Source: an optimization exercise on an open RTL-to-GDS flow (aim: small area). Production flows keep margins and buffers that such runs may drop.
The RTL was checked by simulation tests, not by an equivalence proof against the original design.

==> design/flow/design.v <==
module FanController #(parameter CLOCK_FREQUENCY = 100) (
    input wire clk,
    input wire reset,
    input wire [3:0] microupcode,
    input wire signed [7:0] set_point,
    input wire signed [7:0] sensor1_temp,
    input wire signed [7:0] sensor2_temp,
    output wire [1:0] fan_status,
    output wire cooler_status,
    output wire [7:0] user_output
);
    localparam [3:0] ST_START = 0, ST_S1 = 1, ST_S2 = 2, ST_P3 = 3, ST_P4 = 4, ST_P5 = 5,
        ST_P6 = 6, ST_P7 = 7, ST_P8 = 8, ST_P9 = 11, ST_CHECK = 9, ST_COOL = 10;
    localparam CW = 7;  
    localparam [CW-1:0] FM1 = CLOCK_FREQUENCY - 1;
    reg [3:0] state;
    reg [CW-1:0] ccnt;
    wire ready = ccnt >= CLOCK_FREQUENCY;
    wire take = (state == ST_START) && ready;
    wire op_zero = (microupcode == 4'b0000);
    wire clr = (state == ST_CHECK) && op_zero;
    wire st_s1 = (state == ST_S1), st_s2 = (state == ST_S2);
    wire [CW-1:0] ccnt_inc;
    Inc #(CW) ccnt_adder (.a(ccnt), .s(ccnt_inc));
    wire [CW-1:0] ccnt_wrap;
    AddC #(CW) ccnt_sub (.a(ccnt), .b(~FM1), .cin(1'b1), .s(ccnt_wrap));  
    always @(posedge clk or posedge reset) begin
        if (reset) begin
            state <= ST_START;
            ccnt <= 0;
        end else begin
            ccnt <= take ? ccnt_wrap : ccnt_inc;
            case (state)
                ST_START: state <= ready ? ST_S1 : ST_CHECK;
                ST_S1: state <= ST_S2;
                ST_S2: state <= ST_P3;
                ST_P3: state <= ST_P4;
                ST_P4: state <= ST_P5;
                ST_P5: state <= ST_P6;
                ST_P6: state <= ST_P7;
                ST_P7: state <= ST_P8;
                ST_P8: state <= ST_P9;
                ST_P9: state <= ST_CHECK;
                ST_CHECK: state <= op_zero ? ST_START : ST_COOL;
                default: state <= ST_START;
            endcase
        end
    end
    reg [8*61-1:0] h1, h2;
    always @(posedge clk) begin
        if (st_s1) h1 <= {h1[8*60-1:0], sensor1_temp};
        if (st_s2) h2 <= {h2[8*60-1:0], sensor2_temp};
    end
    reg [5:0] vcnt;
    wire [5:0] vcnt_inc;
    Inc #(6) vcnt_adder (.a(vcnt), .s(vcnt_inc));
    always @(posedge clk or posedge reset) begin
        if (reset) vcnt <= 0;
        else if (clr) vcnt <= 0;
        else if (st_s2 && vcnt != 61) vcnt <= vcnt_inc;
    end
    wire v20 = vcnt >= 21, v40 = vcnt >= 41, v60 = vcnt == 61;
    wire l1_valid = (vcnt != 0) || st_s2;
    wire l2_valid = (vcnt != 0);
    reg [7:0] opnd;
    reg sub, ss;
    always @(*) begin
        sub = 1'b1;
        ss = 1'b0;
        case (state)
            ST_S1: begin opnd = sensor1_temp; sub = 1'b0; end
            ST_S2: begin opnd = sensor2_temp; sub = 1'b0; ss = 1'b1; end
            ST_P4: opnd = ~h1[8*20 +: 8];
            ST_P5: begin opnd = ~h2[8*20 +: 8]; ss = 1'b1; end
            ST_P6: opnd = ~h1[8*40 +: 8];
            ST_P7: begin opnd = ~h2[8*40 +: 8]; ss = 1'b1; end
            ST_P8: opnd = ~h1[8*60 +: 8];
            default: begin opnd = ~h2[8*60 +: 8]; ss = 1'b1; end
        endcase
    end
    wire [8:0] y = {opnd[7], opnd};
    reg [8:0] q1_20, q2_20, q1_40, q2_40, q1_60, q2_60;
    reg [4:0] r1_20, r2_20;
    reg [5:0] r1_40, r2_40, r1_60, r2_60;
    wire [8:0] n_q20, n_q40, n_q60;
    wire [4:0] n_r20;
    wire [5:0] n_r40, n_r60;
    Upd20 u20 (.q(ss ? q2_20 : q1_20), .r(ss ? r2_20 : r1_20), .y(y), .cin(sub), .qn(n_q20), .rn(n_r20));
    Upd40 u40 (.q(ss ? q2_40 : q1_40), .r(ss ? r2_40 : r1_40), .y(y), .cin(sub), .qn(n_q40), .rn(n_r40));
    Upd60 u60 (.q(ss ? q2_60 : q1_60), .r(ss ? r2_60 : r1_60), .y(y), .cin(sub), .qn(n_q60), .rn(n_r60));
    wire ld1_20 = st_s1 || (state == ST_P4 && v20);
    wire ld2_20 = st_s2 || (state == ST_P5 && v20);
    wire ld1_40 = st_s1 || (state == ST_P6 && v40);
    wire ld2_40 = st_s2 || (state == ST_P7 && v40);
    wire ld1_60 = st_s1 || (state == ST_P8 && v60);
    wire ld2_60 = st_s2 || (state == ST_P9 && v60);
    always @(posedge clk or posedge reset) begin
        if (reset) begin
            q1_20 <= 0; q2_20 <= 0; q1_40 <= 0; q2_40 <= 0; q1_60 <= 0; q2_60 <= 0;
            r1_20 <= 0; r2_20 <= 0; r1_40 <= 0; r2_40 <= 0; r1_60 <= 0; r2_60 <= 0;
        end else if (clr) begin
            q1_20 <= 0; q2_20 <= 0; q1_40 <= 0; q2_40 <= 0; q1_60 <= 0; q2_60 <= 0;
            r1_20 <= 0; r2_20 <= 0; r1_40 <= 0; r2_40 <= 0; r1_60 <= 0; r2_60 <= 0;
        end else begin
            if (ld1_20) begin q1_20 <= n_q20; r1_20 <= n_r20; end
            if (ld2_20) begin q2_20 <= n_q20; r2_20 <= n_r20; end
            if (ld1_40) begin q1_40 <= n_q40; r1_40 <= n_r40; end
            if (ld2_40) begin q2_40 <= n_q40; r2_40 <= n_r40; end
            if (ld1_60) begin q1_60 <= n_q60; r1_60 <= n_r60; end
            if (ld2_60) begin q2_60 <= n_q60; r2_60 <= n_r60; end
        end
    end
    wire signed [7:0] a1, a2;
    Inc8If a1_inc (.a(q1_60[7:0]), .c(q1_60[8] && r1_60 != 0), .s(a1));
    Inc8If a2_inc (.a(q2_60[7:0]), .c(q2_60[8] && r2_60 != 0), .s(a2));
    reg [2:0] sel_held;
    wire [2:0] sel = (state == ST_CHECK && microupcode[3]) ? {microupcode[1:0], microupcode[2]} : sel_held;
    reg [7:0] dq;
    reg dc;
    always @(*) begin
        case (sel[1:0])
            2'd0: begin dq = q1_40[7:0]; dc = q1_40[8] && r1_40 != 0; end
            2'd1: begin dq = q2_40[7:0]; dc = q2_40[8] && r2_40 != 0; end
            2'd2: begin dq = q1_20[7:0]; dc = q1_20[8] && r1_20 != 0; end
            default: begin dq = q2_20[7:0]; dc = q2_20[8] && r2_20 != 0; end
        endcase
    end
    wire [7:0] avg_mid;
    Inc8If mid_inc (.a(dq), .c(dc), .s(avg_mid));
    reg [7:0] uo;
    always @(*) begin
        case (sel)
            3'd0: uo = l1_valid ? h1[7:0] : 8'd0;
            3'd1: uo = l2_valid ? h2[7:0] : 8'd0;
            3'd6: uo = a1;
            3'd7: uo = a2;
            default: uo = avg_mid;
        endcase
    end
    assign user_output = uo;
    wire a2_lt_s = SLt8(a2, set_point);
    wire a2_gt_s = SLt8(set_point, a2);
    wire a1_lt_s = SLt8(a1, set_point);
    wire a1_gt_s = SLt8(set_point, a1);
    wire [7:0] d;
    AddC #(8) dsub (.a(a2), .b(~a1), .cin(1'b1), .s(d));
    wire close = (d[7:2] == 6'b000000) || (d[7:2] == 6'b111111 && d[1:0] != 2'b00);
    reg [1:0] res_held;
    reg [1:0] res;
    always @(*) begin
        res = res_held;
        if (a2_lt_s) res = 0;
        else if (a2_gt_s && a1_gt_s) res = 1;
        else if (a2_gt_s && a1_lt_s) res = close ? 2 : 3;
    end
    reg [1:0] fan_held;
    reg cool_held;
    wire cool_state = (state == ST_COOL);
    assign fan_status = cool_state ? {res != 2'd2 && res != 2'd0, res == 2'd2} : fan_held;
    assign cooler_status = cool_state ? (res == 2'd1) : cool_held;
    always @(posedge clk or posedge reset) begin
        if (reset) begin
            sel_held <= 0; res_held <= 0; fan_held <= 0; cool_held <= 0;
        end else begin
            sel_held <= sel; res_held <= res; fan_held <= fan_status; cool_held <= cooler_status;
        end
    end
    function SLt8(input [7:0] a, input [7:0] b);
        integer i;
        reg c;
        begin
            c = 1'b1;
            for (i = 0; i < 7; i = i + 1)
                c = (a[i] & ~b[i]) | (a[i] & c) | (~b[i] & c);
            c = (~a[7] & b[7]) | (~a[7] & c) | (b[7] & c);
            SLt8 = ~c;
        end
    endfunction
endmodule
module AddC #(parameter W = 8) (
    input wire [W-1:0] a,
    input wire [W-1:0] b,
    input wire cin,
    output wire [W-1:0] s
);
    wire [W:0] c;
    assign c[0] = cin;
    genvar i;
    generate
        for (i = 0; i < W; i = i + 1) begin : bit_
            assign s[i] = a[i] ^ b[i] ^ c[i];
            assign c[i+1] = (a[i] & b[i]) | (c[i] & (a[i] ^ b[i]));
        end
    endgenerate
endmodule
module Inc #(parameter W = 8) (
    input wire [W-1:0] a,
    output wire [W-1:0] s
);
    wire [W:0] c;
    assign c[0] = 1'b1;
    genvar i;
    generate
        for (i = 0; i < W; i = i + 1) begin : bit_
            assign s[i] = a[i] ^ c[i];
            assign c[i+1] = a[i] & c[i];
        end
    endgenerate
endmodule
module Inc8If (
    input wire [7:0] a,
    input wire c,
    output wire [7:0] s
);
    wire [8:0] k;
    assign k[0] = c;
    genvar i;
    generate
        for (i = 0; i < 8; i = i + 1) begin : bit_
            assign s[i] = a[i] ^ k[i];
            assign k[i+1] = a[i] & k[i];
        end
    endgenerate
endmodule
module Upd20 (
    input wire [8:0] q,
    input wire [4:0] r,
    input wire [8:0] y,
    input wire cin,
    output wire [8:0] qn,
    output wire [4:0] rn
);
    wire [8:0] t;
    AddC #(9) add_r (.a({4'b0, r}), .b(y), .cin(cin), .s(t));
    wire signed [6:0] u = t[8:2];
    reg signed [3:0] k;
    reg [2:0] m;
    always @(*) begin
        if (u >= 35) begin k = 7; m = u - 35; end
        else if (u >= 30) begin k = 6; m = u - 30; end
        else if (u >= 25) begin k = 5; m = u - 25; end
        else if (u >= 20) begin k = 4; m = u - 20; end
        else if (u >= 15) begin k = 3; m = u - 15; end
        else if (u >= 10) begin k = 2; m = u - 10; end
        else if (u >= 5) begin k = 1; m = u - 5; end
        else if (u >= 0) begin k = 0; m = u; end
        else if (u >= -5) begin k = -1; m = u + 5; end
        else if (u >= -10) begin k = -2; m = u + 10; end
        else if (u >= -15) begin k = -3; m = u + 15; end
        else if (u >= -20) begin k = -4; m = u + 20; end
        else if (u >= -25) begin k = -5; m = u + 25; end
        else if (u >= -30) begin k = -6; m = u + 30; end
        else begin k = -7; m = u + 35; end
    end
    assign rn = {m, t[1:0]};
    AddC #(9) add_q (.a(q), .b({{5{k[3]}}, k}), .cin(1'b0), .s(qn));
endmodule
module Upd40 (
    input wire [8:0] q,
    input wire [5:0] r,
    input wire [8:0] y,
    input wire cin,
    output wire [8:0] qn,
    output wire [5:0] rn
);
    wire [8:0] t;
    AddC #(9) add_r (.a({3'b0, r}), .b(y), .cin(cin), .s(t));
    wire signed [5:0] u = t[8:3];
    reg signed [3:0] k;
    reg [2:0] m;
    always @(*) begin
        if (u >= 20) begin k = 4; m = u - 20; end
        else if (u >= 15) begin k = 3; m = u - 15; end
        else if (u >= 10) begin k = 2; m = u - 10; end
        else if (u >= 5) begin k = 1; m = u - 5; end
        else if (u >= 0) begin k = 0; m = u; end
        else if (u >= -5) begin k = -1; m = u + 5; end
        else if (u >= -10) begin k = -2; m = u + 10; end
        else if (u >= -15) begin k = -3; m = u + 15; end
        else begin k = -4; m = u + 20; end
    end
    assign rn = {m, t[2:0]};
    AddC #(9) add_q (.a(q), .b({{5{k[3]}}, k}), .cin(1'b0), .s(qn));
endmodule
module Upd60 (
    input wire [8:0] q,
    input wire [5:0] r,
    input wire [8:0] y,
    input wire cin,
    output wire [8:0] qn,
    output wire [5:0] rn
);
    wire [8:0] t;
    AddC #(9) add_r (.a({3'b0, r}), .b(y), .cin(cin), .s(t));
    wire signed [6:0] u = t[8:2];
    reg signed [3:0] k;
    reg [3:0] m;
    always @(*) begin
        if (u >= 45) begin k = 3; m = u - 45; end
        else if (u >= 30) begin k = 2; m = u - 30; end
        else if (u >= 15) begin k = 1; m = u - 15; end
        else if (u >= 0) begin k = 0; m = u; end
        else if (u >= -15) begin k = -1; m = u + 15; end
        else if (u >= -30) begin k = -2; m = u + 30; end
        else begin k = -3; m = u + 45; end
    end
    assign rn = {m, t[1:0]};
    AddC #(9) add_q (.a(q), .b({{5{k[3]}}, k}), .cin(1'b0), .s(qn));
endmodule
==> design/flow/run.sh <==
#!/bin/bash
# synth_recipe.tcl (not shown) runs the flow's synth.tcl, then flattens the netlist and writes it again
# the make line also repeats each setting of config.mk as NAME=value (left out here)
make -C /OpenROAD-flow-scripts/flow DESIGN_CONFIG=/design/flow/config.mk WORK_HOME=/design/flow/orfs CLKGATE_MAP_FILE= SYNTH_SCRIPT=/design/flow/synth_recipe.tcl finish
==> design/flow/config.mk <==
export PLATFORM = sky130hd
export DESIGN_NAME = FanController
export DESIGN_NICKNAME = FanController
export VERILOG_FILES = /design/flow/design.v
export SDC_FILE = /design/flow/constraint.sdc
export NUM_CORES = 4
export LEC_CHECK = 0
export ABC_AREA = 1
export CAP_MARGIN = 20
export CORE_MARGIN = 2
export CORE_UTILIZATION = 60
export PLACE_DENSITY = 0.7
export SLEW_MARGIN = 20
==> design/flow/constraint.sdc <==
create_clock -name core_clock -period 125.0 [get_ports {clk}]
set_input_delay 25.0000 -clock core_clock [delete_from_list [all_inputs] [get_ports {clk}]]
set_output_delay 25.0000 -clock core_clock [all_outputs]
set_load 0.01 [all_outputs]
==> summary.txt, run 1 <==
status=complete, no violations; Worst-path clk slew=0.06 ns; Worst-Skew Late Latency=0.67 ns; Worst Path Max Fanout=10; fmax=18.6 MHz; CTS tree=done; share of the synthesized area in the top cell type=73.4%; Post-CTS Resized=0; CTS Hold Bufs=0; period utilisation layout=43.1%; average size of a mapped cell=16.1 µm²; CP endpoint kind=primary output; Hold Fails Final Rpt=0; final net count=2756; Worst setup SP type=primary input; FF-to-FF setup slack=114.20 ns; CP startpoint=microupcode[3]; proportion of layout cells with a drive suffix above 1=8.77%; first-pass GRT wire length=110000 µm; placer congestion estimate=0.961; RSZ-0062 raised after global routing=false; worst rel slew slack=23.9%; die height=262 µm; worst r2r dst=q1_20[7]; EDFF count, synth=976; antenna-violating nets left=0; clock sink total=1089; largest net degree at the start of global routing=210; number of fill cells=4267; post-synthesis instance area=39900 µm²; Reg2Reg Depth=42; Inserted Clock Buffers=101; Total GRT Usage=21.3%; HP Class=register to register; FFs w/ async S/R, synth=10.4%; Core Box Area=65900 µm²; Initial DRC Count=2037; Final min period=53.87 ns; remaining global-route overflow=0; synth unique cells=61; CP required=100.00 ns; Max Clock Skew=0.0299 ns; Die ar.=68600 µm²; Rows=94; Synth Register Bits=1089; IO Pins=41; min-delay src=h2[10]; top_reg_cell synth=edfxtp_1; area of the multi-input gates=6620 µm²; Starting Density=60.6%; H-tree lvl count=3; total number of vias=19500; number of remaining DRC errors=0; final wirelength=71300 µm; register area=32100 µm²; Setup Fix Bufs, Post-CTS=0; Post-Synthesis Cells=2485; post-DP HPWL=41700 µm; Slew Limit Fails=0; initial antenna violation count=0; Area Growth Syn to Fin=12.0%; max cap viols=0; Die X=262 µm; first drt pass iteration count=5; worst slack at placement=71.22 ns; Vias/cell=5.49; Setup TNS Final=0 ns; sequential area share after synthesis=80.5%; Critical Path AT=28.87 ns; n_diodes=0; post-layout util=67.9%; Final Setup Violations=0; post-synthesis net count=2635; synth warn=4; worst r2r src=state[3]; Wirelength per Cell=20.1 µm; Crit Path Class=primary input to primary output; CP endpoint=user_output[7]; port bufs=40; top cells by area, synth=edfxtp_1 (73%), dfrtp_1 (7.1%), nand2_1 (3.4%); Worst-Margin Slew=1.14 ns; area leader, netlist=edfxtp_1; Clock Tree Buf Depth=3; vias in the first global route=19300; post-route setup slack=71.13 ns; root buf cell=clkbuf_16
## per-layer routing
metal | wire, µm | track usage (%)
met4 | 1710 | 6.14
met3 | 3550 | 3.83
met2 | 33300 | 32.9
met1 | 32800 | 31.6
met5 | 0 | 0
## cells in the final DEF, fill, tap and decap left out, drive strengths merged, types with 15 or more instances in the layout
master and instances:
nor2 161, a21oi 60, clkdlybuf4s50 40, clkbuf 119, edfxtp 976, ha 76
fa 44, nand2 363, buf 17, o21ai 175, clkinv 46, dfrtp 113
inv 265, nand3 63, o22ai 18, nand4 15
## Yosys cell counts, drive strengths merged (5+ instances only)
cell type / instances
edfxtp: 976
nand2: 363
inv: 258
o21ai: 175
nor2: 161
dfrtp: 113
ha: 76
nand3: 63
a21oi: 60
fa: 44
buf: 23
o22ai: 18
clkbuf: 16
nand4: 15
a22oi: 13
nor3: 11
o211ai: 11
a31oi: 10
xor2: 10
o21a: 8
o31ai: 8
a221oi: 7
o221ai: 7
or2: 6
xnor2: 5
## layout make-up
cell class	count	area share (%)
Sequential cell	1089	71.9
Multi-Input combinational cell	1096	14.8
Clock buffer	119	5.90
Tap cell	864	2.42
Inverter	261	2.23
Clock inverter	68	1.53
Timing Repair Buffer	57	1.26
## critical path: stages
cell,delay [ns]
clkdlybuf4s50_1,0.53
nand2_4,0.10
o21ai_4,0.25
inv_2,0.14
nor2_1,0.33
inv_1,0.18
o221ai_1,0.20
o21ai_0,0.13
inv_1,0.07
ha_1,0.15
ha_1,0.15
ha_1,0.14
ha_1,0.14
ha_1,0.14
ha_1,0.14
ha_1,0.15
xor2_1,0.16
nand2_1,0.08
o2111ai_1,0.10
clkdlybuf4s50_1,0.58
## logic make-up (layout without fill, tap and decap cells)
logic type | after synthesis | after routing | share of synthesized area, %
flops | 1089 | 1089 | 80.5
simple gates | 626 | 626 | 6.53
compound gates | 330 | 330 | 4.95
buf+inv | 300 | 505 | 3.00
fa+ha+maj | 120 | 120 | 4.59
xor+xnor | 15 | 15 | 0.329
mux | 5 | 5 | 0.132
## flip-flops by register name, summed over array words and instances, names as in the netlist, 4 cells and up
register,count
ccnt,7
h1,488
h2,488
q1_20,9
q1_40,9
q1_60,9
q2_20,9
q2_40,9
q2_60,9
r1_20,5
r1_40,6
r1_60,6
r2_20,5
r2_40,6
r2_60,6
state,4
vcnt,6
## per-stage QoR
step / cell area, µm² / hold WS (ns) / instances
after floorplan: 39900 / 0.400 / 2485
after global placement: 41400 / 0.400 / 3367
after detailed placement: 41400 / 0.405 / 3367
final: 44700 / 0.399 / 3554
after CTS: 44700 / 0.399 / 3554
after global routing: 44700 / 0.401 / 3554
## worst min-delay path by stage
stage / to / cells past startpoint / slack (ns)
after floorplan: h1[100] / 0 / 0.40
after global placement: h2[29] / 0 / 0.40
after detailed placement: h1[101] / 0 / 0.40
after CTS: h2[385] / 0 / 0.40
after global routing: h2[123] / 0 / 0.40
final: h2[18] / 0 / 0.40
==> run 2, diff against run 1 <==
--- a/design/flow/design.v
+++ b/design/flow/design.v
@@ -46,37 +46,66 @@
             endcase
         end
     end
-    reg [8*61-1:0] h1, h2;
-    always @(posedge clk) begin
-        if (st_s1) h1 <= {h1[8*60-1:0], sensor1_temp};
-        if (st_s2) h2 <= {h2[8*60-1:0], sensor2_temp};
-    end
-    reg [5:0] vcnt;
-    wire [5:0] vcnt_inc;
-    Inc #(6) vcnt_adder (.a(vcnt), .s(vcnt_inc));
+    reg [7:0] l1, l2;
     always @(posedge clk or posedge reset) begin
-        if (reset) vcnt <= 0;
-        else if (clr) vcnt <= 0;
-        else if (st_s2 && vcnt != 61) vcnt <= vcnt_inc;
-    end
-    wire v20 = vcnt >= 21, v40 = vcnt >= 41, v60 = vcnt == 61;
-    wire l1_valid = (vcnt != 0) || st_s2;
-    wire l2_valid = (vcnt != 0);
+        if (reset) begin
+            l1 <= 0; l2 <= 0;
+        end else if (clr) begin
+            l1 <= 0; l2 <= 0;
+        end else begin
+            if (st_s1) l1 <= sensor1_temp;
+            if (st_s2) l2 <= sensor2_temp;
+        end
+    end
+    reg [8*122-1:0] ring;
+    wire wr1 = (ccnt == 50), wr2 = (ccnt == 51);
+    always @(posedge clk)
+        ring <= {ring[8*121-1:0], wr1 ? l1 : wr2 ? l2 : ring[8*121 +: 8]};
+    reg [5:0] wcnt;
+    wire [5:0] wcnt_inc;
+    Inc #(6) wcnt_adder (.a(wcnt), .s(wcnt_inc));
+    always @(posedge clk or posedge reset) begin
+        if (reset) wcnt <= 0;
+        else if (clr) wcnt <= 0;
+        else if (wr1 && wcnt != 60) wcnt <= wcnt_inc;
+    end
+    wire v20 = wcnt >= 20, v40 = wcnt >= 40, v60 = wcnt == 60;
     reg [7:0] opnd;
     reg sub, ss;
+    reg [1:0] grp, koff;
     always @(*) begin
         sub = 1'b1;
         ss = 1'b0;
+        grp = 2'd0;
+        koff = 2'd0;
         case (state)
-            ST_S1: begin opnd = sensor1_temp; sub = 1'b0; end
-            ST_S2: begin opnd = sensor2_temp; sub = 1'b0; ss = 1'b1; end
-            ST_P4: opnd = ~h1[8*20 +: 8];
-            ST_P5: begin opnd = ~h2[8*20 +: 8]; ss = 1'b1; end
-            ST_P6: opnd = ~h1[8*40 +: 8];
-            ST_P7: begin opnd = ~h2[8*40 +: 8]; ss = 1'b1; end
-            ST_P8: opnd = ~h1[8*60 +: 8];
-            default: begin opnd = ~h2[8*60 +: 8]; ss = 1'b1; end
+            ST_S1: sub = 1'b0;
+            ST_S2: begin sub = 1'b0; ss = 1'b1; end
+            ST_P4: begin grp = 2'd0; koff = 2'd0; end
+            ST_P5: begin grp = 2'd0; koff = 2'd1; ss = 1'b1; end
+            ST_P6: begin grp = 2'd1; koff = 2'd2; end
+            ST_P7: begin grp = 2'd1; koff = 2'd3; ss = 1'b1; end
+            ST_P8: begin grp = 2'd2; koff = 2'd0; end
+            default: begin grp = 2'd2; koff = 2'd1; ss = 1'b1; end
+        endcase
+    end
+    wire [1:0] jit = ccnt[1:0] - koff;
+    reg [7:0] tap;
+    always @(*) begin
+        case ({grp, jit})
+            4'b0000: tap = ring[8*1 +: 8];
+            4'b0001: tap = ring[8*2 +: 8];
+            4'b0010: tap = ring[8*3 +: 8];
+            4'b0100: tap = ring[8*51 +: 8];
+            4'b0101: tap = ring[8*52 +: 8];
+            4'b0110: tap = ring[8*53 +: 8];
+            4'b1000: tap = ring[8*101 +: 8];
+            4'b1001: tap = ring[8*102 +: 8];
+            default: tap = ring[8*103 +: 8];
         endcase
+        if (state == ST_S1) opnd = sensor1_temp;
+        else if (state == ST_S2) opnd = sensor2_temp;
+        else opnd = ~tap;
     end
     wire [8:0] y = {opnd[7], opnd};
     reg [8:0] q1_20, q2_20, q1_40, q2_40, q1_60, q2_60;
@@ -130,8 +159,8 @@
     reg [7:0] uo;
     always @(*) begin
         case (sel)
-            3'd0: uo = l1_valid ? h1[7:0] : 8'd0;
-            3'd1: uo = l2_valid ? h2[7:0] : 8'd0;
+            3'd0: uo = l1;
+            3'd1: uo = l2;
             3'd6: uo = a1;
             3'd7: uo = a2;
             default: uo = avg_mid;
==> run 2 against run 1 <==
Against the previous run:
- still clean on timing, DRC and antenna
- cell count decreased by 5.2%
- synthesized cell count increased by 0.60%
- sequential cell count increased by 16
- largest cell class unchanged
==> summary.txt, run 2 <==
Max Clock Skew=0.0229 ns (-0.00695 ns); period utilisation layout=42.9% (-0.22 points); hold slack=0.314 ns (-0.0843 ns); worst slack at placement=71.42 ns (+0.206 ns); remaining global-route overflow=0 (unchanged); Worst-path clk slew=0.07 ns (about the same); first drt pass iteration count=5 (unchanged); synth warn=4 (unchanged); most common cell after layout, fill and taps aside=dfxtp_1; clock sink total=1105 (+1.5%); post-synthesis instance area=30800 µm² (-23%); FFs w/ async S/R, synth=11.7% (+1.3 points); Hold Fails Final Rpt=0 (unchanged); Die X=231 µm (-12%); IO Pins=41 (unchanged); Wirelength per Cell=18.2 µm (-9.6%); area of the multi-input gates=7010 µm² (+5.9%); Final Setup Violations=0 (unchanged); most frequent cells in the layout=dfxtp_1 (976), nand2_1 (354), inv_1 (202), o21ai_0 (141), dfrtp_1 (129); Core Box Area=51000 µm² (-23%); Slew Limit Fails=0 (unchanged); Vias/cell=5.12 (-6.7%); Die ar.=53200 µm² (-23%); Synth Register Bits=1105 (+1.5%); area leader, netlist=dfxtp_1; sequential area share after synthesis=73.9% (-6.6 points); Clock Tree Buf Depth=3 (unchanged); vias in the first global route=17900 (-7.4%); final wirelength=61200 µm (-14%); RSZ-0062 raised after global routing=false; first-pass GRT wire length=98400 µm (-11%); proportion of layout cells with a drive suffix above 1=9.26% (+0.49 points); average size of a mapped cell=12.3 µm² (-23%); status=complete, no violations; Inserted Clock Buffers=98 (-3.0%); Critical Path AT=28.60 ns (-0.27 ns); Initial DRC Count=1321 (-35%); die height=231 µm (-12%); number of remaining DRC errors=0 (unchanged); placer congestion estimate=0.955 (-0.68%); HP Class=register to register; max cap viols=0 (unchanged); post-synthesis net count=2650 (+0.57%); Worst-Margin Slew=1.02 ns (-0.124 ns); top cells by area, synth=dfxtp_1 (63%), dfrtp_1 (10%), nand2_1 (4.3%); fmax=18.7 MHz (+0.50%); post-DP HPWL=36200 µm (-13%); Top reg by flops=ring; synth unique cells=56 (-8.2%); CP endpoint kind=primary output; Total GRT Usage=23.7% (+2.4 points); share of the synthesized area in the top cell type=63.4% (-10 points); Starting Density=60.4% (-0.21 points); H-tree lvl count=3 (unchanged); Setup TNS Final=0 ns (unchanged); Crit Path Class=primary input to primary output; Final min period=53.60 ns (-0.270 ns); Worst setup SP type=primary input; EDFF count, synth=0 (-100%); antenna-violating nets left=0 (unchanged); post-route setup slack=71.40 ns (+0.270 ns); number of fill cells=3434 (-20%); final net count=2758 (+0.073%); Area Growth Syn to Fin=14.6%; register area=22800 µm² (-29%); Post-Synthesis Cells=2500 (+0.60%); initial antenna violation count=2 (+2); total number of vias=17300 (-12%); top_reg_cell synth=dfxtp_1; Rows=83 (-12%); worst rel slew slack=31.5% (+7.6 points); root buf cell=clkbuf_16; Largest register FFs=976; largest net degree at the start of global routing=78 (-63%); port bufs=40 (unchanged); Worst-Skew Late Latency=0.64 ns (-0.03 ns); Post-CTS Resized=0 (unchanged); most frequent cell after synthesis=dfxtp_1; CTS tree=done; Setup Fix Bufs, Post-CTS=0 (unchanged); CP required=100.00 ns (about the same); top cells by count, synth=dfxtp_1 (976), nand2_1 (354), inv_1 (203); CTS Hold Bufs=0 (unchanged); Worst Path Max Fanout=10 (unchanged)
-- run 2: worst paths after layout --
| check | to | cells after the start | start | slack, ns |
|---|---|---|---|---|
| worst max-delay path | user_output[7] | 19 | microupcode[3] | 71.40 |
| worst min register to register | ring[925] | 0 | ring[917] | 0.31 |
| max in group asynchronous | q1_20[1] | 4 | reset | 99.00 |
| worst max register to register | q1_20[7] | 44 | state[0] | 113.21 |
| min in group asynchronous | fan_held[1] | 2 | reset | 24.81 |
| worst min-delay path | ring[925] | 0 | ring[917] | 0.31 |
-- run 2: through the flow --
step / std cells / area [µm²] / util (%)
2_1_floorplan: 2500 / 30800 / -
3_3_place_gp: 3187 / 31900 / 62.6
3_5_place_dp: 3187 / 31900 / 62.6
4_1_cts: 3368 / 35300 / 69.2
5_1_grt: 3369 / 35300 / 69.3
6_report: 3370 / 35300 / 69.3
-- run 2: metal layers --
layer	share of wire [%]	vias up	GRT usage, %
met3	5.5	124	4.34
met5	0.039	-	0
met1	45	8306	32.3
met4	2.9	4	9.33
li1	-	8318	-
met2	46	511	37.7
-- run 2: worst max-delay path, stage by stage --
cell,delay (ns)
clkdlybuf4s50_1,0.50
nand2_2,0.11
nand2_1,0.10
o21ai_2,0.09
inv_2,0.18
nor2_1,0.14
o311ai_0,0.11
o2111ai_1,0.21
ha_1,0.23
ha_1,0.18
ha_1,0.18
ha_1,0.19
ha_1,0.19
ha_1,0.18
ha_1,0.19
xor2_1,0.15
nand2_1,0.07
nand2_1,0.07
clkdlybuf4s50_1,0.53
-- run 2: final cells by class --
type	count	share of cell area, %
antenna	1	0.00708
clock buffer	146	8.17
clock inverter	35	1.32
inverter	230	2.45
multi-input combinational	1126	19.8
sequential	1105	64.5
tap	680	2.41
timing repair buffer	47	1.34
-- run 2: cell families after synthesis --
logic type	share of synthesized area, %
simple gates	8.14
flops	73.9
buf+inv	3.38
fa+ha+maj	5.95
compound gates	7.22
mux	0.869
xor+xnor	0.540
==> run 3, diff against run 2 <==
--- a/design/flow/design.v
+++ b/design/flow/design.v
@@ -108,15 +108,13 @@
         else opnd = ~tap;
     end
     wire [8:0] y = {opnd[7], opnd};
-    reg [8:0] q1_20, q2_20, q1_40, q2_40, q1_60, q2_60;
-    reg [4:0] r1_20, r2_20;
-    reg [5:0] r1_40, r2_40, r1_60, r2_60;
-    wire [8:0] n_q20, n_q40, n_q60;
-    wire [4:0] n_r20;
-    wire [5:0] n_r40, n_r60;
-    Upd20 u20 (.q(ss ? q2_20 : q1_20), .r(ss ? r2_20 : r1_20), .y(y), .cin(sub), .qn(n_q20), .rn(n_r20));
-    Upd40 u40 (.q(ss ? q2_40 : q1_40), .r(ss ? r2_40 : r1_40), .y(y), .cin(sub), .qn(n_q40), .rn(n_r40));
-    Upd60 u60 (.q(ss ? q2_60 : q1_60), .r(ss ? r2_60 : r1_60), .y(y), .cin(sub), .qn(n_q60), .rn(n_r60));
+    reg [7:0] q1_20, q2_20, q1_40, q2_40, q1_60, q2_60;
+    reg [6:0] r1_20, r2_20, r1_40, r2_40, r1_60, r2_60;
+    wire [7:0] n_q20, n_q40, n_q60;
+    wire [6:0] n_r20, n_r40, n_r60;
+    Upd120 u20 (.q(ss ? q2_20 : q1_20), .r(ss ? r2_20 : r1_20), .y(y), .cin(sub), .qn(n_q20), .rn(n_r20));
+    Upd120 u40 (.q(ss ? q2_40 : q1_40), .r(ss ? r2_40 : r1_40), .y(y), .cin(sub), .qn(n_q40), .rn(n_r40));
+    Upd120 u60 (.q(ss ? q2_60 : q1_60), .r(ss ? r2_60 : r1_60), .y(y), .cin(sub), .qn(n_q60), .rn(n_r60));
     wire ld1_20 = st_s1 || (state == ST_P4 && v20);
     wire ld2_20 = st_s2 || (state == ST_P5 && v20);
     wire ld1_40 = st_s1 || (state == ST_P6 && v40);
@@ -140,22 +138,36 @@
         end
     end
     wire signed [7:0] a1, a2;
-    Inc8If a1_inc (.a(q1_60[7:0]), .c(q1_60[8] && r1_60 != 0), .s(a1));
-    Inc8If a2_inc (.a(q2_60[7:0]), .c(q2_60[8] && r2_60 != 0), .s(a2));
+    Inc8If a1_inc (.a({q1_60[6:0], r1_60 >= 7'd60}), .c(q1_60[7] && r1_60 != 7'd0 && r1_60 != 7'd60), .s(a1));
+    Inc8If a2_inc (.a({q2_60[6:0], r2_60 >= 7'd60}), .c(q2_60[7] && r2_60 != 7'd0 && r2_60 != 7'd60), .s(a2));
     reg [2:0] sel_held;
     wire [2:0] sel = (state == ST_CHECK && microupcode[3]) ? {microupcode[1:0], microupcode[2]} : sel_held;
     reg [7:0] dq;
-    reg dc;
+    reg [6:0] dr;
     always @(*) begin
         case (sel[1:0])
-            2'd0: begin dq = q1_40[7:0]; dc = q1_40[8] && r1_40 != 0; end
-            2'd1: begin dq = q2_40[7:0]; dc = q2_40[8] && r2_40 != 0; end
-            2'd2: begin dq = q1_20[7:0]; dc = q1_20[8] && r1_20 != 0; end
-            default: begin dq = q2_20[7:0]; dc = q2_20[8] && r2_20 != 0; end
+            2'd0: begin dq = q1_40; dr = r1_40; end
+            2'd1: begin dq = q2_40; dr = r2_40; end
+            2'd2: begin dq = q1_20; dr = r1_20; end
+            default: begin dq = q2_20; dr = r2_20; end
         endcase
     end
+    wire is20 = sel[1];
+    reg [2:0] df;
+    reg dnz;
+    always @(*) begin
+        if (is20) begin
+            df = (dr >= 100) ? 3'd5 : (dr >= 80) ? 3'd4 : (dr >= 60) ? 3'd3 : (dr >= 40) ? 3'd2 : (dr >= 20) ? 3'd1 : 3'd0;
+            dnz = !(dr == 0 || dr == 20 || dr == 40 || dr == 60 || dr == 80 || dr == 100);
+        end else begin
+            df = (dr >= 80) ? 3'd2 : (dr >= 40) ? 3'd1 : 3'd0;
+            dnz = !(dr == 0 || dr == 40 || dr == 80);
+        end
+    end
+    wire [7:0] dq3;
+    AddC #(8) dq3_add (.a(dq), .b({dq[6:0], 1'b0}), .cin(1'b0), .s(dq3));
     wire [7:0] avg_mid;
-    Inc8If mid_inc (.a(dq), .c(dc), .s(avg_mid));
+    AddC #(8) mid_add (.a(is20 ? {dq3[6:0], 1'b0} : dq3), .b({5'd0, df}), .cin(dq[7] && dnz), .s(avg_mid));
     reg [7:0] uo;
     always @(*) begin
         case (sel)
@@ -251,88 +263,30 @@
         end
     endgenerate
 endmodule
-module Upd20 (
-    input wire [8:0] q,
-    input wire [4:0] r,
-    input wire [8:0] y,
-    input wire cin,
-    output wire [8:0] qn,
-    output wire [4:0] rn
-);
-    wire [8:0] t;
-    AddC #(9) add_r (.a({4'b0, r}), .b(y), .cin(cin), .s(t));
-    wire signed [6:0] u = t[8:2];
-    reg signed [3:0] k;
-    reg [2:0] m;
-    always @(*) begin
-        if (u >= 35) begin k = 7; m = u - 35; end
-        else if (u >= 30) begin k = 6; m = u - 30; end
-        else if (u >= 25) begin k = 5; m = u - 25; end
-        else if (u >= 20) begin k = 4; m = u - 20; end
-        else if (u >= 15) begin k = 3; m = u - 15; end
-        else if (u >= 10) begin k = 2; m = u - 10; end
-        else if (u >= 5) begin k = 1; m = u - 5; end
-        else if (u >= 0) begin k = 0; m = u; end
-        else if (u >= -5) begin k = -1; m = u + 5; end
-        else if (u >= -10) begin k = -2; m = u + 10; end
-        else if (u >= -15) begin k = -3; m = u + 15; end
-        else if (u >= -20) begin k = -4; m = u + 20; end
-        else if (u >= -25) begin k = -5; m = u + 25; end
-        else if (u >= -30) begin k = -6; m = u + 30; end
-        else begin k = -7; m = u + 35; end
-    end
-    assign rn = {m, t[1:0]};
-    AddC #(9) add_q (.a(q), .b({{5{k[3]}}, k}), .cin(1'b0), .s(qn));
-endmodule
-module Upd40 (
-    input wire [8:0] q,
-    input wire [5:0] r,
+module Upd120 (
+    input wire [7:0] q,
+    input wire [6:0] r,
     input wire [8:0] y,
     input wire cin,
-    output wire [8:0] qn,
-    output wire [5:0] rn
+    output wire [7:0] qn,
+    output wire [6:0] rn
 );
     wire [8:0] t;
-    AddC #(9) add_r (.a({3'b0, r}), .b(y), .cin(cin), .s(t));
-    wire signed [5:0] u = t[8:3];
-    reg signed [3:0] k;
-    reg [2:0] m;
-    always @(*) begin
-        if (u >= 20) begin k = 4; m = u - 20; end
-        else if (u >= 15) begin k = 3; m = u - 15; end
-        else if (u >= 10) begin k = 2; m = u - 10; end
-        else if (u >= 5) begin k = 1; m = u - 5; end
-        else if (u >= 0) begin k = 0; m = u; end
-        else if (u >= -5) begin k = -1; m = u + 5; end
-        else if (u >= -10) begin k = -2; m = u + 10; end
-        else if (u >= -15) begin k = -3; m = u + 15; end
-        else begin k = -4; m = u + 20; end
-    end
-    assign rn = {m, t[2:0]};
-    AddC #(9) add_q (.a(q), .b({{5{k[3]}}, k}), .cin(1'b0), .s(qn));
-endmodule
-module Upd60 (
-    input wire [8:0] q,
-    input wire [5:0] r,
-    input wire [8:0] y,
-    input wire cin,
-    output wire [8:0] qn,
-    output wire [5:0] rn
-);
-    wire [8:0] t;
-    AddC #(9) add_r (.a({3'b0, r}), .b(y), .cin(cin), .s(t));
-    wire signed [6:0] u = t[8:2];
-    reg signed [3:0] k;
-    reg [3:0] m;
-    always @(*) begin
-        if (u >= 45) begin k = 3; m = u - 45; end
-        else if (u >= 30) begin k = 2; m = u - 30; end
-        else if (u >= 15) begin k = 1; m = u - 15; end
-        else if (u >= 0) begin k = 0; m = u; end
-        else if (u >= -15) begin k = -1; m = u + 15; end
-        else if (u >= -30) begin k = -2; m = u + 30; end
-        else begin k = -3; m = u + 45; end
-    end
-    assign rn = {m, t[1:0]};
-    AddC #(9) add_q (.a(q), .b({{5{k[3]}}, k}), .cin(1'b0), .s(qn));
+    AddC #(9) add_r (.a({2'b0, r}), .b(y), .cin(cin), .s(t));
+    wire neg = t[8];
+    wire lt_m120 = (t[8:3] == 6'b110000);              
+    wire ge_120 = !neg && (t[7] || t[6:3] == 4'b1111);  
+    wire ge_240 = !neg && (t[7:4] == 4'b1111);          
+    reg [2:0] k;
+    always @(*) begin
+        if (lt_m120) k = 3'b110;
+        else if (neg) k = 3'b111;
+        else if (ge_240) k = 3'b010;
+        else if (ge_120) k = 3'b001;
+        else k = 3'b000;
+    end
+    wire [3:0] rh;
+    AddC #(4) add_rh (.a(t[6:3]), .b({k[2], k}), .cin(1'b0), .s(rh));
+    assign rn = {rh, t[2:0]};
+    AddC #(8) add_q (.a(q), .b({{5{k[2]}}, k}), .cin(1'b0), .s(qn));
 endmodule
--- a/design/flow/config.mk
+++ b/design/flow/config.mk
@@ -9,5 +9,8 @@
 export CAP_MARGIN = 20
 export CORE_MARGIN = 2
 export CORE_UTILIZATION = 60
+export CTS_BUF_LIST = sky130_fd_sc_hd__clkbuf_16
+export CTS_CLUSTER_DIAMETER = 50
+export CTS_CLUSTER_SIZE = 30
 export PLACE_DENSITY = 0.7
 export SLEW_MARGIN = 20
==> run 3 against run 2 <==
Against the previous run:
- wire length shrank 15%
- critical path depth grew 5
- core utilization shrank 2.2 points
- still clean
- first-iteration DRC count shrank 18%
- register-to-register slack gained 1.5 ns
- global-route usage shrank 2.8 points
- via count shrank 10%
- sequential cell count grew 2
- worst hold slack gained 0.0087 ns
==> summary.txt, run 3 <==
area leader, netlist=dfxtp_1; Area Growth Syn to Fin=10.9%; clock sink total=1107 (+0.18%); Clock Tree Buf Depth=3 (unchanged); final wirelength=52300 µm (-15%); EDFF count, synth=0 (unchanged); Die X=228 µm (-0.98%); max cap viols=0 (unchanged); CTS tree=done; met3 usage=4.45% (+0.12 points); initial antenna violation count=0 (-2); Total GRT Usage=20.8% (-2.8 points); routing usage on met2=31.5% (-6.2 points); Worst Path Max Fanout=27 (+17); Hold Fails Final Rpt=0 (unchanged); largest net degree at the start of global routing=70 (-10%); Final Setup Violations=0 (unchanged); first-pass GRT wire length=85100 µm (-13%); Inserted Clock Buffers=60 (-39%); RSZ-0062 raised after global routing=false; final net count=2561 (-7.1%); status=complete, no violations; Max Clock Skew=0.0393 ns (+0.0164 ns); top cells by area, synth=dfxtp_1 (65%), dfrtp_1 (11%), nand2_1 (4.4%); post-synthesis instance area=30200 µm² (-2.0%); Synth Register Bits=1107 (+0.18%); synth warn=2 (-2); n_diodes=0 (-1); post-DP HPWL=34600 µm (-4.5%); Core Box Area=50000 µm² (-2.0%); Initial DRC Count=1089 (-18%); average size of a mapped cell=12.8 µm² (+3.5%); most frequent cell after synthesis=dfxtp_1; fmax=18.1 MHz (-3.1%); number of remaining DRC errors=0 (unchanged); root buf cell=clkbuf_16; IO Pins=41 (unchanged); Rows=82 (-1.2%); H-tree lvl count=2 (-1); antenna-violating nets left=0 (unchanged); Setup Fix Bufs, Post-CTS=0 (unchanged); hold-critical path depth=0 (unchanged); FFs w/ async S/R, synth=11.8% (+0.16 points); post-synthesis net count=2498 (-5.7%); Post-CTS Resized=0 (unchanged); die height=228 µm (-0.98%); vias in the first global route=15600 (-13%); Top reg by flops=ring; register area=22800 µm² (+0.22%); gr busiest metal=met2; top cells by count, synth=dfxtp_1 (976), nand2_1 (357), inv_1 (196); proportion of layout cells with a drive suffix above 1=8.21% (-1.1 points); Worst setup SP type=primary input; Largest register FFs=976 (unchanged); Wirelength per Cell=16.6 µm (-8.4%); area of the multi-input gates=6340 µm² (-9.5%); CTS Hold Bufs=0 (unchanged); CP required=100.00 ns (about the same); Slew Limit Fails=0 (unchanged); HP Class=register to register; placer congestion estimate=0.899 (-5.9%); Starting Density=60.4% (about the same); most frequent cells in the layout=dfxtp_1 (976), nand2_1 (356), inv_1 (200), o21ai_0 (151), dfrtp_1 (131); number of fill cells=3569 (+3.9%); Vias/cell=4.93 (-3.7%); Die ar.=52100 µm² (-2.0%); share of the synthesized area in the top cell type=64.7% (+1.3 points); Setup TNS Final=0 ns (unchanged); remaining global-route overflow=0 (unchanged); period utilisation layout=44.3% (+1.4 points); port bufs=40 (unchanged); first drt pass iteration count=6 (+1); Worst-path clk slew=0.10 ns (+0.03 ns); total number of vias=15500 (-10%); worst rel slew slack=39.6% (+8.2 points); most common cell after layout, fill and taps aside=dfxtp_1; Reg2Reg Depth=46 (+4.5%); CP endpoint kind=primary output; Worst-Skew Late Latency=0.66 ns (+0.02 ns); Post-Synthesis Cells=2367 (-5.3%); top_reg_cell synth=dfxtp_1; sequential area share after synthesis=75.6% (+1.7 points); Worst-Margin Slew=0.906 ns (-0.113 ns); Crit Path Class=primary input to primary output; Final min period=55.33 ns (+1.73 ns); synth unique cells=57 (+1.8%); Critical Path AT=30.33 ns (+1.73 ns); Global Route met1 Usage=29.7% (-2.6 points)
==> run 3: cell types whose count changed after synthesis, sizes merged, moves of 8 or more <==
cell and change:
a21oi -39, ha -34, nor2 -32, o21ai -17
a221oi -16, fa +15, inv -13, nand2 +12
nor3 +11, o22ai -10, or2 +10, a31oi -8
o211ai -8
==> run 3: path summary, 6_finish.rpt <==
check                          startpoint             end  slack [ns]
min                             ring[462]       ring[470]        0.32
min in group asynchronous           reset        r1_60[1]       24.85
min reg2reg                     ring[462]       ring[470]        0.32
max reg2reg                      state[0]        q2_20[7]      114.73
max                        microupcode[3]  user_output[7]       69.67
max in group asynchronous           reset        q2_20[0]       98.66
==> run 3: worst max-delay path, stage by stage <==
cell and delay [ns]:
clkdlybuf4s50_1 0.63, nand3_2 0.17, nand2_1 0.15, nand2_4 0.21
nand2_4 0.21, inv_4 0.08, nand2_1 0.06, o2111ai_1 0.15
ha_1 0.27, fa_1 0.41, inv_1 0.09, fa_1 0.17
inv_1 0.05, fa_1 0.44, fa_1 0.46, fa_1 0.54
inv_1 0.05, o21ai_0 0.17, ha_1 0.20, nand3_1 0.08
nand2_1 0.07, nand2_1 0.04, nand2_1 0.08, clkdlybuf4s50_1 0.53
==> run 3: metal layers <==
layer | up-vias | wire length (µm)
met4 | 0 | 1960
met2 | 400 | 22800
li1 | 7635 | -
met5 | - | 0
met3 | 104 | 3060
met1 | 7383 | 24500
==> run 3: through the flow <==
step	instances	area [µm²]	setup WS, ns	hold slack [ns]	utilization [%]
2_1_floorplan	2367	30200	71.22	0.310	-
3_5_place_dp	3040	31200	69.65	0.312	62.5
5_1_grt	3146	33500	69.28	0.327	67.0
6_report	3146	33500	69.67	0.323	67.0
3_3_place_gp	3040	31200	69.74	0.309	62.5
4_1_cts	3146	33500	69.64	0.319	67.0
==> run 3: final cells by class <==
class	count	area share, %
Multi-Input combinational cell	1001	18.9
Tap cell	672	2.51
Clock inverter	46	2.22
Sequential cell	1107	68.1
Inverter	217	2.45
Timing Repair Buffer	43	1.26
Clock buffer	60	4.48
==> run 3: kinds of logic after synthesis <==
family / synth area share [%]
fa+ha+maj: 5.65
xor+xnor: 0.406
buf+inv: 3.45
flops: 75.6
compound gates: 5.15
mux: 0.936
simple gates: 8.85
==> run 4, diff against run 3 <==
--- a/design/flow/config.mk
+++ b/design/flow/config.mk
@@ -10,7 +10,7 @@
 export CORE_MARGIN = 2
 export CORE_UTILIZATION = 60
 export CTS_BUF_LIST = sky130_fd_sc_hd__clkbuf_16
-export CTS_CLUSTER_DIAMETER = 50
-export CTS_CLUSTER_SIZE = 30
+export CTS_CLUSTER_DIAMETER = 40
+export CTS_CLUSTER_SIZE = 22
 export PLACE_DENSITY = 0.7
 export SLEW_MARGIN = 20
==> run 4 against run 3 <==
Against the previous run:
- worst hold slack lost 0.0098 ns
- first-iteration DRC count up 1.8%
- count of clock-buffer cells in the layout is 43 higher
- via count increased by 2.7%
- clock skew is 0.011 ns lower
- cell area is 4.3% higher
- die area stayed put
- largest cell class unchanged
==> summary.txt, run 4 <==
Setup TNS Final=0 ns (unchanged); HP Class=register to register; CP startpoint=microupcode[3]; critical path cell sequence=clkdlybuf4s50_1 > nand3_2 > nand2_1 > nand2_4 > nand2_4 > inv_4 > nand2_1 > o2111ai_1 > ha_1 > fa_1 > inv_1 > fa_1 > inv_1 > fa_1 > fa_1 > fa_1 > inv_1 > o21ai_0 > ha_1 > nand3_1 > nand2_1 > nand2_1 > nand2_1 > clkdlybuf4s50_1; n_diodes=0 (unchanged); worst r2r dst=q2_20[7]; Core Box Area=50000 µm² (unchanged); synth warn=2 (unchanged); FFs w/ async S/R, synth=11.8% (unchanged); worst slack at placement=69.65 ns (unchanged); initial antenna violation count=3 (+3); Setup Fix Bufs, Post-CTS=0 (unchanged); largest net degree at the start of global routing=70 (unchanged); Clock Tree Buf Depth=3 (unchanged); top cells by count, synth=dfxtp_1 (976), nand2_1 (357), inv_1 (196); CP endpoint kind=primary output; routing usage on met2=36.5% (+5.0 points); total number of vias=15900 (+2.7%); Worst Path Max Fanout=27 (unchanged); vias in the first global route=16600 (+6.9%); antenna-violating nets left=0 (unchanged); post-DP HPWL=34600 µm (unchanged); Final Setup Violations=0 (unchanged); Critical Path AT=30.35 ns (+0.02 ns); Reg2Reg Depth=46 (unchanged); Inserted Clock Buffers=99 (+65%); Die ar.=52100 µm² (unchanged); top cells by area, synth=dfxtp_1 (65%), dfrtp_1 (11%), nand2_1 (4.4%); top_reg_cell synth=dfxtp_1; first-pass GRT wire length=92000 µm (+8.1%); Synth Register Bits=1107 (unchanged); CP max stage cell=clkdlybuf4s50_1; post-synthesis instance area=30200 µm² (unchanged); met3 usage=5.79% (+1.3 points); post-synthesis net count=2498 (unchanged); Post-CTS Resized=0 (unchanged); EDFF count, synth=0 (unchanged); Worst-path clk slew=0.07 ns (-0.03 ns); clock sink total=1107 (unchanged); RSZ-0062 raised after global routing=false; CTS Hold Bufs=0 (unchanged); port bufs=40 (unchanged); hold slack=0.313 ns (-0.00980 ns); Max Clock Skew=0.0280 ns (-0.0113 ns); CP peak stage delay=0.62 ns (about the same); Total GRT Usage=22.7% (+1.9 points); Crit Path Class=primary input to primary output; first drt pass iteration count=5 (-1); root buf cell=clkbuf_16; period utilisation layout=44.3% (about the same); gr busiest metal=met2; Starting Density=60.4% (unchanged); Top reg by flops=ring; Hold Fails Final Rpt=0 (unchanged); placer congestion estimate=0.899 (unchanged); most frequent cell after synthesis=dfxtp_1; hold-critical path depth=0 (unchanged); post-route setup slack=69.65 ns (-0.0246 ns); Worst-Margin Slew=0.930 ns (+0.0243 ns); Initial DRC Count=1109 (+1.8%); Die X=228 µm (unchanged); status=complete, no violations; average size of a mapped cell=12.8 µm² (unchanged); final wirelength=56700 µm (+8.5%); most frequent cells in the layout=dfxtp_1 (976), nand2_1 (356), inv_1 (202), o21ai_0 (151), dfrtp_1 (131); CP endpoint=user_output[7]; post-layout util=69.9% (+2.9 points); Worst-Skew Late Latency=0.65 ns (about the same); Wirelength per Cell=17.6 µm (+5.7%); sequential area share after synthesis=75.6% (unchanged); fmax=18.1 MHz (about the same); worst r2r src=state[0]; Post-Synthesis Cells=2367 (unchanged); number of remaining DRC errors=0 (unchanged); worst rel slew slack=38.0% (-1.6 points); IO Pins=41 (unchanged); Vias/cell=4.94 (about the same); non-filler instance count after layout=3228 (+2.6%); Largest register FFs=976 (unchanged); FF-to-FF setup slack=114.76 ns (+0.03 ns); placed cell count=3040 (unchanged); CTS tree=done; synth unique cells=57 (unchanged); Rows=82 (unchanged); Area Growth Syn to Fin=15.6%; Final min period=55.35 ns (+0.0246 ns); Worst setup SP type=primary input; CP required=100.00 ns (about the same); final net count=2600 (+1.5%); remaining global-route overflow=0 (unchanged); die height=228 µm (unchanged); proportion of layout cells with a drive suffix above 1=11.0% (+2.7 points); H-tree lvl count=3 (+1); area leader, netlist=dfxtp_1; most common cell after layout, fill and taps aside=dfxtp_1; max cap viols=0 (unchanged); share of the synthesized area in the top cell type=64.7% (unchanged); Slew Limit Fails=0 (unchanged); Global Route met1 Usage=30.2% (+0.50 points)
-- run 4: layer usage --
metal  share of wire (%)  up-vias
li1                    -     7768
met5               0.023        -
met4                 2.8        2
met3                 6.4      106
met1                  44     7610
met2                  47      453
-- run 4: cell type report --
class	instances	area, µm²
fillers	3363	15000
clock inverters	85	1100
clock buffers	103	2580
flip-flops and latches	1107	22800
well taps	672	841
repair buffers	43	423
multi-input cells	1001	6340
inverters	217	822
-- run 4: kinds of logic after synthesis --
logic type | after synthesis | synth area share (%)
AOI/OAI and AO/OA | 266 | 5.15
xor gates and xnor gates | 14 | 0.406
adders and majority gates | 101 | 5.65
buffers and inverters | 259 | 3.45
DFF | 1107 | 75.6
muxes | 26 | 0.936
and+or+nand+nor | 594 | 8.85
-- run 4: worst max-delay path: cells and delay by family --
family,cells,cell delay [ns]
AND/OR/NAND/NOR,9,1.07
adder cells (fa/ha/maj),7,2.50
AO/OA/AOI/OAI,2,0.33
buffers and inverters,6,1.44
-- run 4: worst min path at each step --
stage | start | endpoint | slack, ns
after detailed placement | ring[199] | ring[207] | 0.31
after floorplan | ring[92] | ring[100] | 0.31
after CTS | ring[444] | ring[452] | 0.31
after global routing | ring[444] | ring[452] | 0.31
final | ring[444] | ring[452] | 0.31
after global placement | ring[532] | ring[540] | 0.31
-- run 4: per-stage QoR --
stage          instance area [µm²]
4_1_cts                      34900
3_3_place_gp                 31200
5_1_grt                      34900
2_1_floorplan                30200
6_report                     34900
3_5_place_dp                 31200
==> run 5, diff against run 4 <==
--- a/design/flow/config.mk
+++ b/design/flow/config.mk
@@ -10,7 +10,7 @@
 export CORE_MARGIN = 2
 export CORE_UTILIZATION = 60
 export CTS_BUF_LIST = sky130_fd_sc_hd__clkbuf_16
-export CTS_CLUSTER_DIAMETER = 40
-export CTS_CLUSTER_SIZE = 22
+export CTS_CLUSTER_DIAMETER = 100
+export CTS_CLUSTER_SIZE = 30
 export PLACE_DENSITY = 0.7
 export SLEW_MARGIN = 20
==> run 5 against run 4 <==
Against the previous run:
- clock skew up 0.0077 ns
- register-to-register slack about the same
- count of clock-buffer cells in the layout down 60
- cell count down 4.0%
- sequential share of layout area up 5.0 points
- largest cell class unchanged
==> summary.txt, run 5 <==
area leader, netlist=dfxtp_1; worst r2r src=state[0]; port bufs=40 (unchanged); post-DP HPWL=34600 µm (unchanged); Slew Limit Fails=0 (unchanged); Post-CTS Resized=0 (unchanged); EDFF count, synth=0 (unchanged); post-layout util=64.9% (-5.0 points); most frequent cells in the layout=dfxtp_1 (976), nand2_1 (356), inv_1 (204), o21ai_0 (151), dfrtp_1 (131); Reg2Reg Depth=46 (unchanged); hold-critical path depth=0 (unchanged); clock sink total=1107 (unchanged); WHS Endpoint=ring[844]; vias in the first global route=15200 (-8.5%); Initial DRC Count=1076 (-3.0%); max cap viols=0 (unchanged); Critical Path AT=30.33 ns (-0.02 ns); CP endpoint kind=primary output; FFs w/ async S/R, synth=11.8% (unchanged); Area Growth Syn to Fin=7.38%; sequential area share after synthesis=75.6% (unchanged); CP required=100.00 ns (about the same); FF-to-FF setup slack=114.76 ns (about the same); top_reg_cell synth=dfxtp_1; Wirelength per Cell=16.6 µm (-5.4%); initial antenna violation count=1 (-2); Final min period=55.33 ns (-0.0229 ns); Worst-Margin Slew=0.914 ns (-0.0156 ns); average size of a mapped cell=12.8 µm² (unchanged); antenna-violating nets left=0 (unchanged); Crit Path Class=primary input to primary output; most frequent cell after synthesis=dfxtp_1; CTS Hold Bufs=0 (unchanged); Setup Fix Bufs, Post-CTS=0 (unchanged); share of the synthesized area in the top cell type=64.7% (unchanged); Core Box Area=50000 µm² (unchanged); HP Class=register to register; Worst setup SP type=primary input; synth unique cells=57 (unchanged); worst r2r dst=q2_20[7]; largest net degree at the start of global routing=70 (unchanged); period utilisation layout=44.3% (about the same); post-synthesis instance area=30200 µm² (unchanged); worst rel slew slack=39.1% (+1.0 points); top cells by area, synth=dfxtp_1 (65%), dfrtp_1 (11%), nand2_1 (4.4%); Inserted Clock Buffers=43 (-57%); Total GRT Usage=20.4% (-2.3 points); most common cell after layout, fill and taps aside=dfxtp_1; Post-Synthesis Cells=2367 (unchanged); final net count=2544 (-2.2%); Vias/cell=4.94 (about the same); Worst Path Max Fanout=27 (unchanged); die height=228 µm (unchanged); Max Clock Skew=0.0357 ns (+0.00772 ns); min-delay src=ring[836]; IO Pins=41 (unchanged); CTS tree=done; synth warn=2 (unchanged); Final Setup Violations=0 (unchanged); total number of vias=15300 (-4.0%); fmax=18.1 MHz (about the same); post-synthesis net count=2498 (unchanged); first-pass GRT wire length=83600 µm (-9.2%); Starting Density=60.4% (unchanged); first drt pass iteration count=6 (+1); placer congestion estimate=0.899 (unchanged); root buf cell=clkbuf_16; H-tree lvl count=2 (-1); number of remaining DRC errors=0 (unchanged); Worst-Skew Late Latency=0.62 ns (-0.03 ns); Hold Fails Final Rpt=0 (unchanged); proportion of layout cells with a drive suffix above 1=6.22% (-4.7 points); Rows=82 (unchanged); Largest register FFs=976 (unchanged); final wirelength=51500 µm (-9.2%); Die X=228 µm (unchanged); Clock Tree Buf Depth=3 (unchanged); hold slack=0.315 ns (+0.00166 ns); status=complete, no violations; n_diodes=0 (unchanged); Worst-path clk slew=0.11 ns (+0.04 ns); RSZ-0062 raised after global routing=false; Top reg by flops=ring; remaining global-route overflow=0 (unchanged); top cells by count, synth=dfxtp_1 (976), nand2_1 (357), inv_1 (196); Setup TNS Final=0 ns (unchanged); Synth Register Bits=1107 (unchanged); Die ar.=52100 µm² (unchanged)
run 5: per-stage QoR:
step / worst slack (ns) / cell area (µm²) / instances
final: 69.67 / 32400 / 3098
after global routing: 69.27 / 32400 / 3098
after CTS: 69.64 / 32400 / 3098
after detailed placement: 69.65 / 31200 / 3040
after global placement: 69.74 / 31200 / 3040
after floorplan: 71.22 / 30200 / 2367
run 5: worst max-delay path by stage:
stage / cells past startpoint / to / startpoint
6_report: 24 / user_output[7] / microupcode[3]
3_5_place_dp: 24 / user_output[7] / microupcode[3]
5_1_grt: 29 / user_output[7] / microupcode[3]
4_1_cts: 24 / user_output[7] / microupcode[3]
2_1_floorplan: 23 / user_output[7] / microupcode[3]
3_3_place_gp: 24 / user_output[7] / microupcode[3]
run 5: cell type report:
cell class                 instances  area, µm²
tap                              672        841
fill                            3712      17500
clock inverter                    15        105
sequential                      1107      22800
timing repair buffer              43        423
clock buffer                      43       1080
multi-input combinational       1001       6340
inverter                         217        822
run 5: kinds of logic (layout without fill, tap and decap cells):
family | count (synthesis) | count (layout) | share of synthesized area, %
compound gates | 266 | 266 | 5.15
xor+xnor | 14 | 14 | 0.406
fa+ha+maj | 101 | 101 | 5.65
buf+inv | 259 | 318 | 3.45
flops | 1107 | 1107 | 75.6
mux | 26 | 26 | 0.936
simple gates | 594 | 594 | 8.85
run 5: layer usage:
layer | vias up | part of all wire [%] | track usage, %
met3 | 113 | 5.7 | 4.20
met1 | 7273 | 47 | 29.4
met5 | - | 0 | 0
met4 | 0 | 3.8 | 7.43
li1 | 7555 | - | -
met2 | 364 | 43 | 30.9
run 5: critical path, cell delays in order:
cell	delay, ns
clkdlybuf4s50_1	0.63
nand3_2	0.18
nand2_1	0.15
nand2_4	0.21
nand2_4	0.21
inv_4	0.08
nand2_1	0.06
o2111ai_1	0.15
ha_1	0.27
fa_1	0.41
inv_1	0.09
fa_1	0.17
inv_1	0.05
fa_1	0.44
fa_1	0.46
fa_1	0.54
inv_1	0.05
o21ai_0	0.17
ha_1	0.20
nand3_1	0.08
nand2_1	0.07
nand2_1	0.04
nand2_1	0.08
clkdlybuf4s50_1	0.53

[what the ideal ports hide]
The results above use ideal ports. As a check the final layouts listed here were re-extracted and re-timed, cells and wires unchanged.
Step 1 sets driving cells, clkbuf_16 on the clock port and buf_2 on the other inputs (assumed; they add their load-dependent delay and slew).
Step 2 moves the port delays by t, midway between the first and last clock arrival at a register: inputs arrive t later, outputs are due t later. That takes back most of the time a late clock gives input paths.
Three values: ideal, step 1, step 2; two values: the first two.
run	t, ns	setup slack, ns	worst setup path at the end	pins driven straight from the clock port
run 1	0.714	71.132 / 71.108 / 71.108	input to output	1
run 2	0.686	71.402 / 71.377 / 71.377	input to output	1
run 3	0.695	69.673 / 69.646 / 69.646	input to output	1
run 4	0.699	69.648 / 69.621 / 69.621	input to output	1
run 5	0.655	69.671 / 69.644 / 69.644	input to output	1
After both steps setup and hold are still met in every run listed.
